Source: an optimization exercise on an open RTL-to-GDS flow (aim: small area). Production flows keep margins and buffers that such runs may drop. In this exercise RTL edits were held to simulation tests only and were not proved equivalent to the original. No activity file was given, so power comes from the tool's default toggle rates.

### design/flow/config.mk
export PLATFORM = sky130hd
export DESIGN_NAME = ee354_2048
export DESIGN_NICKNAME = ee354_2048
export VERILOG_FILES = /design/flow/design.v
export SDC_FILE = /design/flow/constraint.sdc
export NUM_CORES = 4
export LEC_CHECK = 0
export CAP_MARGIN = 20
export CORE_MARGIN = 2
export CORE_UTILIZATION = 40
export SLEW_MARGIN = 20
### design/flow/constraint.sdc
create_clock -name core_clock -period 15.0 [get_ports {Clk}]
set_input_delay 3.0000 -clock core_clock [delete_from_list [all_inputs] [get_ports {Clk}]]
set_output_delay 3.0000 -clock core_clock [all_outputs]
set_load 0.01 [all_outputs]
### design/flow/design.v
`timescale 1ns / 1ps
module ee354_2048(Clk, Reset, q_I, q_Wait, q_Up, q_Down, q_Right, q_Left, q_Win, q_Lose, up, down, left, right, hCount, vCount, rgb, background, bright);
input Clk, Reset;
input up, down, left, right;
input [9:0] hCount, vCount;
input bright;
output q_I, q_Wait, q_Up, q_Down, q_Right, q_Left, q_Win, q_Lose;
output reg [11:0] rgb;
output reg [11:0] background;
reg[7:0] state;
assign {q_Lose, q_Win, q_Left, q_Right, q_Down, q_Up, q_Wait, q_I} = state;
localparam
I = 8'b00000001, WAIT = 8'b00000010, UP = 8'b00000100, DOWN = 8'b00001000, 
RIGHT = 8'b00010000, LEFT = 8'b00100000, WIN = 8'b01000000, LOSE = 8'b10000000;
reg[10:0] board [3:0][3:0];
integer i, j;
integer m, n;
reg placeable, found_11;
reg place;
reg enter_loop;
task BLOCK_COLOR;
    input[1:0] k, l;
    begin
    rgb = 12'b0000_0000_0000;  
    if (board[k][l] == 11'b00000000000)  
        rgb = 12'b0110_0110_0110;
    if (board[k][l] == 11'b00000000001)  
        rgb = 12'b1110_1101_1100;
    if (board[k][l] == 11'b00000000010)  
        rgb = 12'b1100_1001_1000;
    if (board[k][l] == 11'b00000000100)  
        rgb = 12'b1101_1001_0101;
    if (board[k][l] == 11'b00000001000)  
        rgb = 12'b1111_1000_0100;
    if (board[k][l] == 11'b00000010000)  
        rgb = 12'b1111_0110_0101;
    if (board[k][l] == 11'b00000100000)  
        rgb = 12'b1111_0011_0011;
    if (board[k][l] == 11'b00001000000)  
        rgb = 12'b1110_1011_0100;
    if (board[k][l] == 11'b00010000000)  
        rgb = 12'b1111_1011_0000;
    if (board[k][l] == 11'b00100000000)  
        rgb = 12'b1000_1011_0101;
    if (board[k][l] == 11'b01000000000)  
        rgb = 12'b0100_1010_1101;
    if (board[k][l] == 11'b10000000000)  
        rgb = 12'b0001_0101_1101;
    end
endtask
always @ (*) begin
    if (~bright)
        rgb = 12'b0000_0000_0000;
    else if ( (vCount >= 40) && (vCount <= 80) && (hCount >= 180) && (hCount <= 220) )
        rgb = 12'b1110_1101_1100;    
    else if ( (vCount >= 40) && (vCount <= 80) && (hCount >= 230) && (hCount <= 270) )
        rgb = 12'b1100_1001_1000;    
    else if ( (vCount >= 40) && (vCount <= 80) && (hCount >= 280) && (hCount <= 320) )
        rgb = 12'b1101_1001_0101;    
    else if ( (vCount >= 40) && (vCount <= 80) && (hCount >= 330) && (hCount <= 370) )
        rgb = 12'b1111_1000_0100;    
    else if ( (vCount >= 40) && (vCount <= 80) && (hCount >= 380) && (hCount <= 420) )
        rgb = 12'b1111_0110_0101;    
    else if ( (vCount >= 40) && (vCount <= 80) && (hCount >= 430) && (hCount <= 470) )
        rgb = 12'b1111_0011_0011;    
    else if ( (vCount >= 40) && (vCount <= 80) && (hCount >= 480) && (hCount <= 520) )
        rgb = 12'b1110_1011_0100;    
    else if ( (vCount >= 40) && (vCount <= 80) && (hCount >= 530) && (hCount <= 570) )
        rgb = 12'b1111_1011_0000;    
    else if ( (vCount >= 40) && (vCount <= 80) && (hCount >= 580) && (hCount <= 620) )
        rgb = 12'b1000_1011_0101;    
    else if ( (vCount >= 40) && (vCount <= 80) && (hCount >= 630) && (hCount <= 670) )
        rgb = 12'b0100_1010_1101;    
    else if ( (vCount >= 40) && (vCount <= 80) && (hCount >= 680) && (hCount <= 720) )
        rgb = 12'b0001_0101_1101;    
    else if ( (vCount >= 180) && (vCount <= 220) && (hCount >= 380) && (hCount <= 420) )
        BLOCK_COLOR(0,0);
    else if ( (vCount >= 180) && (vCount <= 220) && (hCount >= 425) && (hCount <= 465) )
        BLOCK_COLOR(0,1);
    else if ( (vCount >= 180) && (vCount <= 220) && (hCount >= 470) && (hCount <= 510) )
        BLOCK_COLOR(0,2);
    else if ( (vCount >= 180) && (vCount <= 220) && (hCount >= 515) && (hCount <= 555) )
        BLOCK_COLOR(0,3);
    else if ( (vCount >= 225) && (vCount <= 265) && (hCount >= 380) && (hCount <= 420) )
        BLOCK_COLOR(1,0);
    else if ( (vCount >= 225) && (vCount <= 265) && (hCount >= 425) && (hCount <= 465) )
        BLOCK_COLOR(1,1);
    else if ( (vCount >= 225) && (vCount <= 265) && (hCount >= 470) && (hCount <= 510) )
        BLOCK_COLOR(1,2);
    else if ( (vCount >= 225) && (vCount <= 265) && (hCount >= 515) && (hCount <= 555) )
        BLOCK_COLOR(1,3);
    else if ( (vCount >= 270) && (vCount <= 310) && (hCount >= 380) && (hCount <= 420) )
        BLOCK_COLOR(2,0);
    else if ( (vCount >= 270) && (vCount <= 310) && (hCount >= 425) && (hCount <= 465) )
        BLOCK_COLOR(2,1);
    else if ( (vCount >= 270) && (vCount <= 310) && (hCount >= 470) && (hCount <= 510) )
        BLOCK_COLOR(2,2);
    else if ( (vCount >= 270) && (vCount <= 310) && (hCount >= 515) && (hCount <= 555) )
        BLOCK_COLOR(2,3);
    else if ( (vCount >= 315) && (vCount <= 355) && (hCount >= 380) && (hCount <= 420) )
        BLOCK_COLOR(3,0);
    else if ( (vCount >= 315) && (vCount <= 355) && (hCount >= 425) && (hCount <= 465) )
        BLOCK_COLOR(3,1);
    else if ( (vCount >= 315) && (vCount <= 355) && (hCount >= 470) && (hCount <= 510) )
        BLOCK_COLOR(3,2);
    else if ( (vCount >= 315) && (vCount <= 355) && (hCount >= 515) && (hCount <= 555) )
        BLOCK_COLOR(3,3);
    else
        rgb=background;
end
always @ (*) begin
    placeable = 0;
    found_11 = 0;
    for (m = 0; m < 4; m = m+1) begin
        for (n = 0; n < 4; n = n+1) begin
            if (board[m][n] == 0)
                placeable = 1;
            else if (board[m][n] == 11'b10000000000)
                found_11 = 1;
        end
    end
end
always @ (posedge Clk, posedge Reset)
begin
    if(Reset)
    begin
        state <= I;
        background <= 12'b1111_1111_1111;
    end
    else
        case(state)
            I:
                state <= WAIT;
            WAIT:
            begin
                if (up)
                    state <= UP;
                else if (down)
                    state <= DOWN;
                else if (left)
                    state <= LEFT;
                else if (right)
                    state <= RIGHT;
                if (found_11)
                    state <= WIN;
                else if (!placeable)
                    state <= LOSE;
            end
            UP, DOWN, RIGHT, LEFT:
                state <= WAIT;
            WIN:
            begin
                background <= 12'b0000_1000_0000;
            end
            LOSE:
            begin
                background <= 12'b1000_0000_0000;
            end
            default: ;
        endcase
end
always @ (posedge Clk)
begin
    if(!Reset)
        case(state)
            I:
            begin
            enter_loop <= 1;
                for (i = 0; i < 4; i = i+1) begin
                    for (j = 0; j < 4; j = j+1) begin
                        board[i][j] = 11'b00000000000;
                    end
                end
                board[0][0] = 11'b00000000001;
            end
            WAIT:
            begin
                place = enter_loop;
                for (i = 0; i < 4; i = i+1) begin
                    for (j = 0; j < 4; j = j+1) begin
                        if (board[i][j] == 0) begin
                            if (place) begin
                                board[i][j] = 11'b00000000001;
                                place = 0;
                            end
                        end
                        else if (board[i][j] == 11'b10000000000)
                            place = 0;
                    end
                end
                enter_loop <= place;
            end
            UP:
            begin
                enter_loop <= 1;
            for (j = 0; j<4; j=j+1) begin
                if(board[0][j] == 11'b00000000000) begin
                    board[0][j] = board[1][j];
                    board[1][j] = 11'b00000000000;
                end
                else if (board[0][j] == board[1][j]) begin
                    board[0][j] = board[0][j] << 1;
                    board[1][j] = 11'b00000000000;
                end
            end
            for (j = 0; j<4; j=j+1) begin
                if(board[1][j] == 11'b00000000000) begin
                    board[1][j] = board[2][j];
                    board[2][j] = 11'b00000000000;
                end
                else if (board[1][j] == board[2][j]) begin
                    board[1][j] = board[1][j] << 1;
                    board[2][j] = 11'b00000000000;
                end
                if(board[0][j] == 11'b00000000000) begin
                    board[0][j] = board[1][j];
                    board[1][j] = 11'b00000000000;
                end
                else if (board[0][j] == board[1][j]) begin
                    board[0][j] = board[0][j] << 1;
                    board[1][j] = 11'b00000000000;
                end
            end
            for (j = 0; j<4; j=j+1) begin
                if(board[2][j] == 11'b00000000000) begin
                    board[2][j] = board[3][j];
                    board[3][j] = 11'b00000000000;
                end
                else if (board[2][j] == board[3][j]) begin
                    board[2][j] = board[2][j] << 1;
                    board[3][j] = 11'b00000000000;
                end
                if(board[1][j] == 11'b00000000000) begin
                    board[1][j] = board[2][j];
                    board[2][j] = 11'b00000000000;
                end
                else if (board[1][j] == board[2][j]) begin
                    board[1][j] = board[1][j] << 1;
                    board[2][j] = 11'b00000000000;
                end
                if(board[0][j] == 11'b00000000000) begin
                    board[0][j] = board[1][j];
                    board[1][j] = 11'b00000000000;
                end
                else if (board[0][j] == board[1][j]) begin
                    board[0][j] = board[0][j] << 1;
                    board[1][j] = 11'b00000000000;
                end
            end
            end
            DOWN:
            begin
            enter_loop <= 1;
            for (j = 0; j<4; j=j+1) begin
                if(board[3][j] == 11'b00000000000) begin
                    board[3][j] = board[2][j];
                    board[2][j] = 11'b00000000000;
                end
                else if (board[3][j] == board[2][j]) begin
                    board[3][j] = board[3][j] << 1;
                    board[2][j] = 11'b00000000000;
                end
            end
            for (j = 0; j<4; j=j+1) begin
                if(board[2][j] == 11'b00000000000) begin
                    board[2][j] = board[1][j];
                    board[1][j] = 11'b00000000000;
                end
                else if (board[2][j] == board[1][j]) begin
                    board[2][j] = board[2][j] << 1;
                    board[1][j] = 11'b00000000000;
                end
                if(board[3][j] == 11'b00000000000) begin
                    board[3][j] = board[2][j];
                    board[2][j] = 11'b00000000000;
                end
                else if (board[3][j] == board[2][j]) begin
                    board[3][j] = board[3][j] << 1;
                    board[2][j] = 11'b00000000000;
                end
            end
            for (j = 0; j<4; j=j+1) begin
                if(board[1][j] == 11'b00000000000) begin
                    board[1][j] = board[0][j];
                    board[0][j] = 11'b00000000000;
                end
                else if (board[1][j] == board[0][j]) begin
                    board[1][j] = board[1][j] << 1;
                    board[0][j] = 11'b00000000000;
                end
                if(board[2][j] == 11'b00000000000) begin
                    board[2][j] = board[1][j];
                    board[1][j] = 11'b00000000000;
                end
                else if (board[2][j] == board[1][j]) begin
                    board[2][j] = board[2][j] << 1;
                    board[1][j] = 11'b00000000000;
                end
                if(board[3][j] == 11'b00000000000) begin
                    board[3][j] = board[2][j];
                    board[2][j] = 11'b00000000000;
                end
                else if (board[3][j] == board[2][j]) begin
                    board[3][j] = board[3][j] << 1;
                    board[2][j] = 11'b00000000000;
                end
            end
            end
            LEFT:
            begin
            enter_loop <= 1;
            for (i = 0; i<4; i=i+1) begin
                if(board[i][0] == 11'b00000000000) begin
                    board[i][0] = board[i][1];
                    board[i][1] = 11'b00000000000;
                end
                else if (board[i][0] == board[i][1]) begin
                    board[i][0] = board[i][0] << 1;
                    board[i][1] = 11'b00000000000;
                end
            end
            for (i = 0; i<4; i=i+1) begin
                if(board[i][1] == 11'b00000000000) begin
                    board[i][1] = board[i][2];
                    board[i][2] = 11'b00000000000;
                end
                else if (board[i][1] == board[i][2]) begin
                    board[i][1] = board[i][1] << 1;
                    board[i][2] = 11'b00000000000;
                end
                if(board[i][0] == 11'b00000000000) begin
                    board[i][0] = board[i][1];
                    board[i][1] = 11'b00000000000;
                end
                else if (board[i][0] == board[i][1]) begin
                    board[i][0] = board[i][0] << 1;
                    board[i][1] = 11'b00000000000;
                end
            end
            for (i = 0; i<4; i=i+1) begin
                if(board[i][2] == 11'b00000000000) begin
                    board[i][2] = board[i][3];
                    board[i][3] = 11'b00000000000;
                end
                else if (board[i][2] == board[i][3]) begin
                    board[i][2] = board[i][2] << 1;
                    board[i][3] = 11'b00000000000;
                end
                if(board[i][1] == 11'b00000000000) begin
                    board[i][1] = board[i][2];
                    board[i][2] = 11'b00000000000;
                end
                else if (board[i][1] == board[i][2]) begin
                    board[i][1] = board[i][1] << 1;
                    board[i][2] = 11'b00000000000;
                end
                if(board[i][0] == 11'b00000000000) begin
                    board[i][0] = board[i][1];
                    board[i][1] = 11'b00000000000;
                end
                else if (board[i][0] == board[i][1]) begin
                    board[i][0] = board[i][0] << 1;
                    board[i][1] = 11'b00000000000;
                end
            end
            end
            RIGHT:
            begin
            enter_loop <= 1;
            for (i = 0; i<4; i=i+1) begin
                if(board[i][3] == 11'b00000000000) begin
                    board[i][3] = board[i][2];
                    board[i][2] = 11'b00000000000;
                end
                else if (board[i][3] == board[i][2]) begin
                    board[i][3] = board[i][3] << 1;
                    board[i][2] = 11'b00000000000;
                end
            end
            for (i = 0; i<4; i=i+1) begin
                if(board[i][2] == 11'b00000000000) begin
                    board[i][2] = board[i][1];
                    board[i][1] = 11'b00000000000;
                end
                else if (board[i][2] == board[i][1]) begin
                    board[i][2] = board[i][2] << 1;
                    board[i][1] = 11'b00000000000;
                end
                if(board[i][3] == 11'b00000000000) begin
                    board[i][3] = board[i][2];
                    board[i][2] = 11'b00000000000;
                end
                else if (board[i][3] == board[i][2]) begin
                    board[i][3] = board[i][3] << 1;
                    board[i][2] = 11'b00000000000;
                end
            end
            for (i = 0; i<4; i=i+1) begin
                if(board[i][1] == 11'b00000000000) begin
                    board[i][1] = board[i][0];
                    board[i][0] = 11'b00000000000;
                end
                else if (board[i][1] == board[i][0]) begin
                    board[i][1] = board[i][1] << 1;
                    board[i][0] = 11'b00000000000;
                end
                if(board[i][2] == 11'b00000000000) begin
                    board[i][2] = board[i][1];
                    board[i][1] = 11'b00000000000;
                end
                else if (board[i][2] == board[i][1]) begin
                    board[i][2] = board[i][2] << 1;
                    board[i][1] = 11'b00000000000;
                end
                if(board[i][3] == 11'b00000000000) begin
                    board[i][3] = board[i][2];
                    board[i][2] = 11'b00000000000;
                end
                else if (board[i][3] == board[i][2]) begin
                    board[i][3] = board[i][3] << 1;
                    board[i][2] = 11'b00000000000;
                end
            end
            end
            default: ;
        endcase
end
endmodule
### design/flow/run.sh
#!/bin/bash
# synth_recipe.tcl (not shown) runs the flow's synth.tcl, then flattens the netlist and writes it again
# the make line also repeats each setting of config.mk as NAME=value (left out here)
make -C /OpenROAD-flow-scripts/flow DESIGN_CONFIG=/design/flow/config.mk WORK_HOME=/design/flow/orfs CLKGATE_MAP_FILE= SYNTH_SCRIPT=/design/flow/synth_recipe.tcl finish
==> results.sh <==
export IMPL_worstPathCellList="clkdlybuf4s50_1 -> or4b_2 -> a221oi_1 -> buf_4 -> o2111a_1 -> and2_1 -> o21ai_0 -> a21oi_1 -> o21ai_0 -> a21oi_1 -> a31oi_1 -> a211oi_1 -> a311o_1 -> nand3_1 -> o21ai_0 -> a21oi_1 -> o21ai_0 -> o21ai_0 -> o21ai_0 -> nand2_1 -> a311oi_1 -> a2111oi_0 -> nor3_1 -> clkdlybuf4s50_1"
export IMPL_drc=0
export IMPL_worst_path_most_repeated_cell="o21ai_0"
export IMPL_async_flop_share=0.0585
export IMPL_final_layout_size_suffix_gt1_frac=0.0934
export IMPL_synth_edf_count=177
export IMPL_ys_types=127
export IMPL_ys_ff_latch=188
export IMPL_yosys_top_cells_area="edfxtp_1, xnor2_1, nand2_1, nor2_1, mux2i_1"
export IMPL_fmax_mhz=76.3
export IMPL_routedWlPerCell_um=37.0
export IMPL_h_tree_depth=4
export IMPL_status="no timing/DRC/antenna violations"
export IMPL_core_area_um2=169000
export IMPL_finClkSkew_ps=22.0
export IMPL_netlist_area_leader_share=0.0780
export IMPL_synthCells=10434
export IMPL_fillers=17973
export IMPL_placed_cells=12187
export IMPL_cp_max_fo=14
export IMPL_fin_nets=10027
export IMPL_antenna_found_initial=25
export IMPL_leakage_nw=26.4
export IMPL_path_class="in -> out"
export IMPL_cp_start_kind="input port"
export IMPL_numCtsBuffers=17
export IMPL_overflow=0
export IMPL_die_width_um=417
export IMPL_ctsHoldBuffers=0
export IMPL_vias=94127
export IMPL_ant_nets=0
export IMPL_synth_common_cells="nand2_1, nor2_1, clkbuf_1, o21ai_0, a21oi_1"
export IMPL_avgSynthCellArea_um2=6.53
export IMPL_final_max_slew_viol_count=0
export IMPL_drt_iter0_drc=16266
export IMPL_grt_pass1_vias=82690
export IMPL_post_cts_buffers=0
export IMPL_die_h_um=417
export IMPL_cts_max_path_buffers=2
export IMPL_setup_viol=0
export IMPL_place_hpwl_mm=343
export IMPL_fin_crit_sh=0.873
export IMPL_ioPinCount=59
export IMPL_die_area_um2=174000
export IMPL_start_util=0.403
export IMPL_wl_mm=454
export IMPL_pwr_density_cell_nw_per_um2=15.9
export IMPL_clockRootBuffer="clkbuf_16"
export IMPL_dr_pass1_iters=13
export IMPL_ir_worst_vdd_mv=0.122
export IMPL_fin_area_um2=71900
export IMPL_clk_latency_ps=590
export IMPL_gp_congestion=1.13
export IMPL_cp_slowest_cell="clkdlybuf4s50_1"
export IMPL_fin_crit_ps=13100
export IMPL_grt_max_degree=40
export IMPL_seq_area_frac_synth=0.0821
export IMPL_tns_ps=0
export IMPL_cts_tree="yes"
export IMPL_clock_sinks=188
export IMPL_placed_cell_area_um2=71000
export IMPL_viasPerCell=7.68
export IMPL_syn_area_um2=68200
export IMPL_max_slew_margin=0.108
export IMPL_grt_usage=0.493
export IMPL_synth_ff_type="edfxtp_1"
export IMPL_drv_cap=0
export IMPL_yosys_area_top_type="edfxtp_1"
export IMPL_syn_nets=10461
export IMPL_max_stage_delay_ps=860
export IMPL_finalHoldViolCount=0
export IMPL_clkTransAtPathRegs_ps=80
export IMPL_rsz0062_at_grt="false"
export IMPL_port_buffer_count=58
export IMPL_synth_most_common_cell="nand2_1"
export IMPL_critical_path_required_ps=12000
export IMPL_rows=151
export IMPL_ys_warn_count=2
export IMPL_whs_ps=530
export IMPL_crit_path_end_kind="output port"
export IMPL_synthToLayoutAreaGrowth_pct=5.42
export IMPL_worst_pin_slew_ps=1340
export IMPL_grt_pass1_wl_mm=630
export IMPL_cts_resized=0
export IMPL_stdcell_count=12249
export IMPL_hold_path_class="reg -> reg"
export IMPL_critical_path_arrival_ps=10100
[power by group]
group / switching [W] / internal [W] / total, W
logic: 0.0000337 / 0.0000215 / 0.0000553
registers: 0 / 0.000564 / 0.000564
clock network: 0.000284 / 0.000238 / 0.000522
[stage by stage]
stage | power (W) | setup WS, ps | utilization
2_1_floorplan | 0.000603 | 4930 | -
3_5_place_dp | 0.000630 | 1970 | 0.420
5_1_grt | 0.00116 | 1690 | 0.424
3_3_place_gp | 0.000631 | 1780 | 0.419
4_1_cts | 0.00113 | 1940 | 0.423
6_report | 0.00114 | 1900 | 0.424
[worst paths after layout]
check                                       startpoint                     to  slack [ps]  cells after the start
worst max-delay path                         hCount[9]                 rgb[1]        1900                     24
worst max register to register  board[3][10]$_DFFE_PP_  board[2][1]$_DFFE_PP_        4120                     21
max in group asynchronous                        Reset   state[0]$_DFFE_PP1P_       11880                      2
worst min-delay path              state[0]$_DFFE_PP1P_   state[0]$_DFFE_PP1P_         530                      1
worst min register to register    state[0]$_DFFE_PP1P_   state[0]$_DFFE_PP1P_         530                      1
min in group asynchronous                        Reset   state[3]$_DFFE_PP0P_        2750                      2
[area by class of cell]
type / count / area [um2] / share of cell area
diodes: 18 / 45.0 / 0.000627
clock buffers: 17 / 425 / 0.00592
clock inverters: 15 / 178 / 0.00247
inverters: 208 / 781 / 0.0109
multi-input cells: 9071 / 58100 / 0.808
flip-flops and latches: 188 / 5600 / 0.0779
well taps: 2218 / 2780 / 0.0386
repair buffers: 514 / 4000 / 0.0557
[metal layers]
layer	wire length (um)	global-route usage	part of all wire	vias up
met2	174000	0.670	0.38	8055
met1	174000	0.634	0.38	44912
met4	39000	0.339	0.086	16
met5	337	0	0.00074	-
met3	66800	0.187	0.15	1751
li1	-	-	-	39393
[sequential cells by signal (all words and copies together) (netlist names)]
signal,flops
board,176
background,3
state,8
enter_loop,1
[placed cells by master (no fill, tap or decap), types with 140 or more instances in the layout]
cell type / synthesis / final
o21ai_0: 594 / 586
mux2i_1: 363 / 363
nand4_1: 276 / 276
and3_1: 141 / 140
a21oi_1: 531 / 529
xor2_1: 228 / 228
edfxtp_1: 177 / 177
nor4_1: 223 / 218
nor3_1: 390 / 377
inv_1: 194 / 194
o22ai_1: 219 / 216
a31oi_1: 346 / 342
buf_4: 29 / 451
nor2_1: 1045 / 1040
nand2_1: 1102 / 1101
xnor2_1: 475 / 475
o31ai_1: 157 / 156
nand3_1: 385 / 382
[logic make-up after synthesis]
family,count (synthesis),share of synthesized area
xor gates and xnor gates,703,0.0903
AOI/OAI and AO/OA,3503,0.362
buffers and inverters,1175,0.0708
muxes,447,0.0672
and+or+nand+nor,4418,0.327
DFF,188,0.0821
[worst max-delay path: cells and delay by family]
| kind | cells | cell delay (ps) |
|---|---|---|
| AOI/OAI and AO/OA | 16 | 3700 |
| buffers and inverters | 3 | 1730 |
| and+or+nand+nor | 5 | 1620 |

[separate check: timing with driven ports]
The results above use ideal ports. As a check the final layout listed here was re-extracted and re-timed, cells and wires unchanged.
Step 1: set_driving_cell puts a clkbuf_16 on Clk and a buf_2 on each other input, an assumption about the parent block.
Step 2, shift: input delay + t, output delay - t, t = (earliest + latest rising clock arrival at the registers) / 2. This alone moves slack from input paths to output paths.
a / b / c = ideal / step 1 / step 2; a / b = the first two.
t, ns: 0.660
setup slack, ns: 1.902 / 1.871 / 1.871
hold slack, ns: 0.530 / 0.530 / 0.530
worst setup path after step 2: input to output
pins driven straight from the clock port: 1
After both steps setup and hold are still met in this run. The setup slack of this run moves by -0.031 ns with the drivers and by -0.031 ns with both steps.
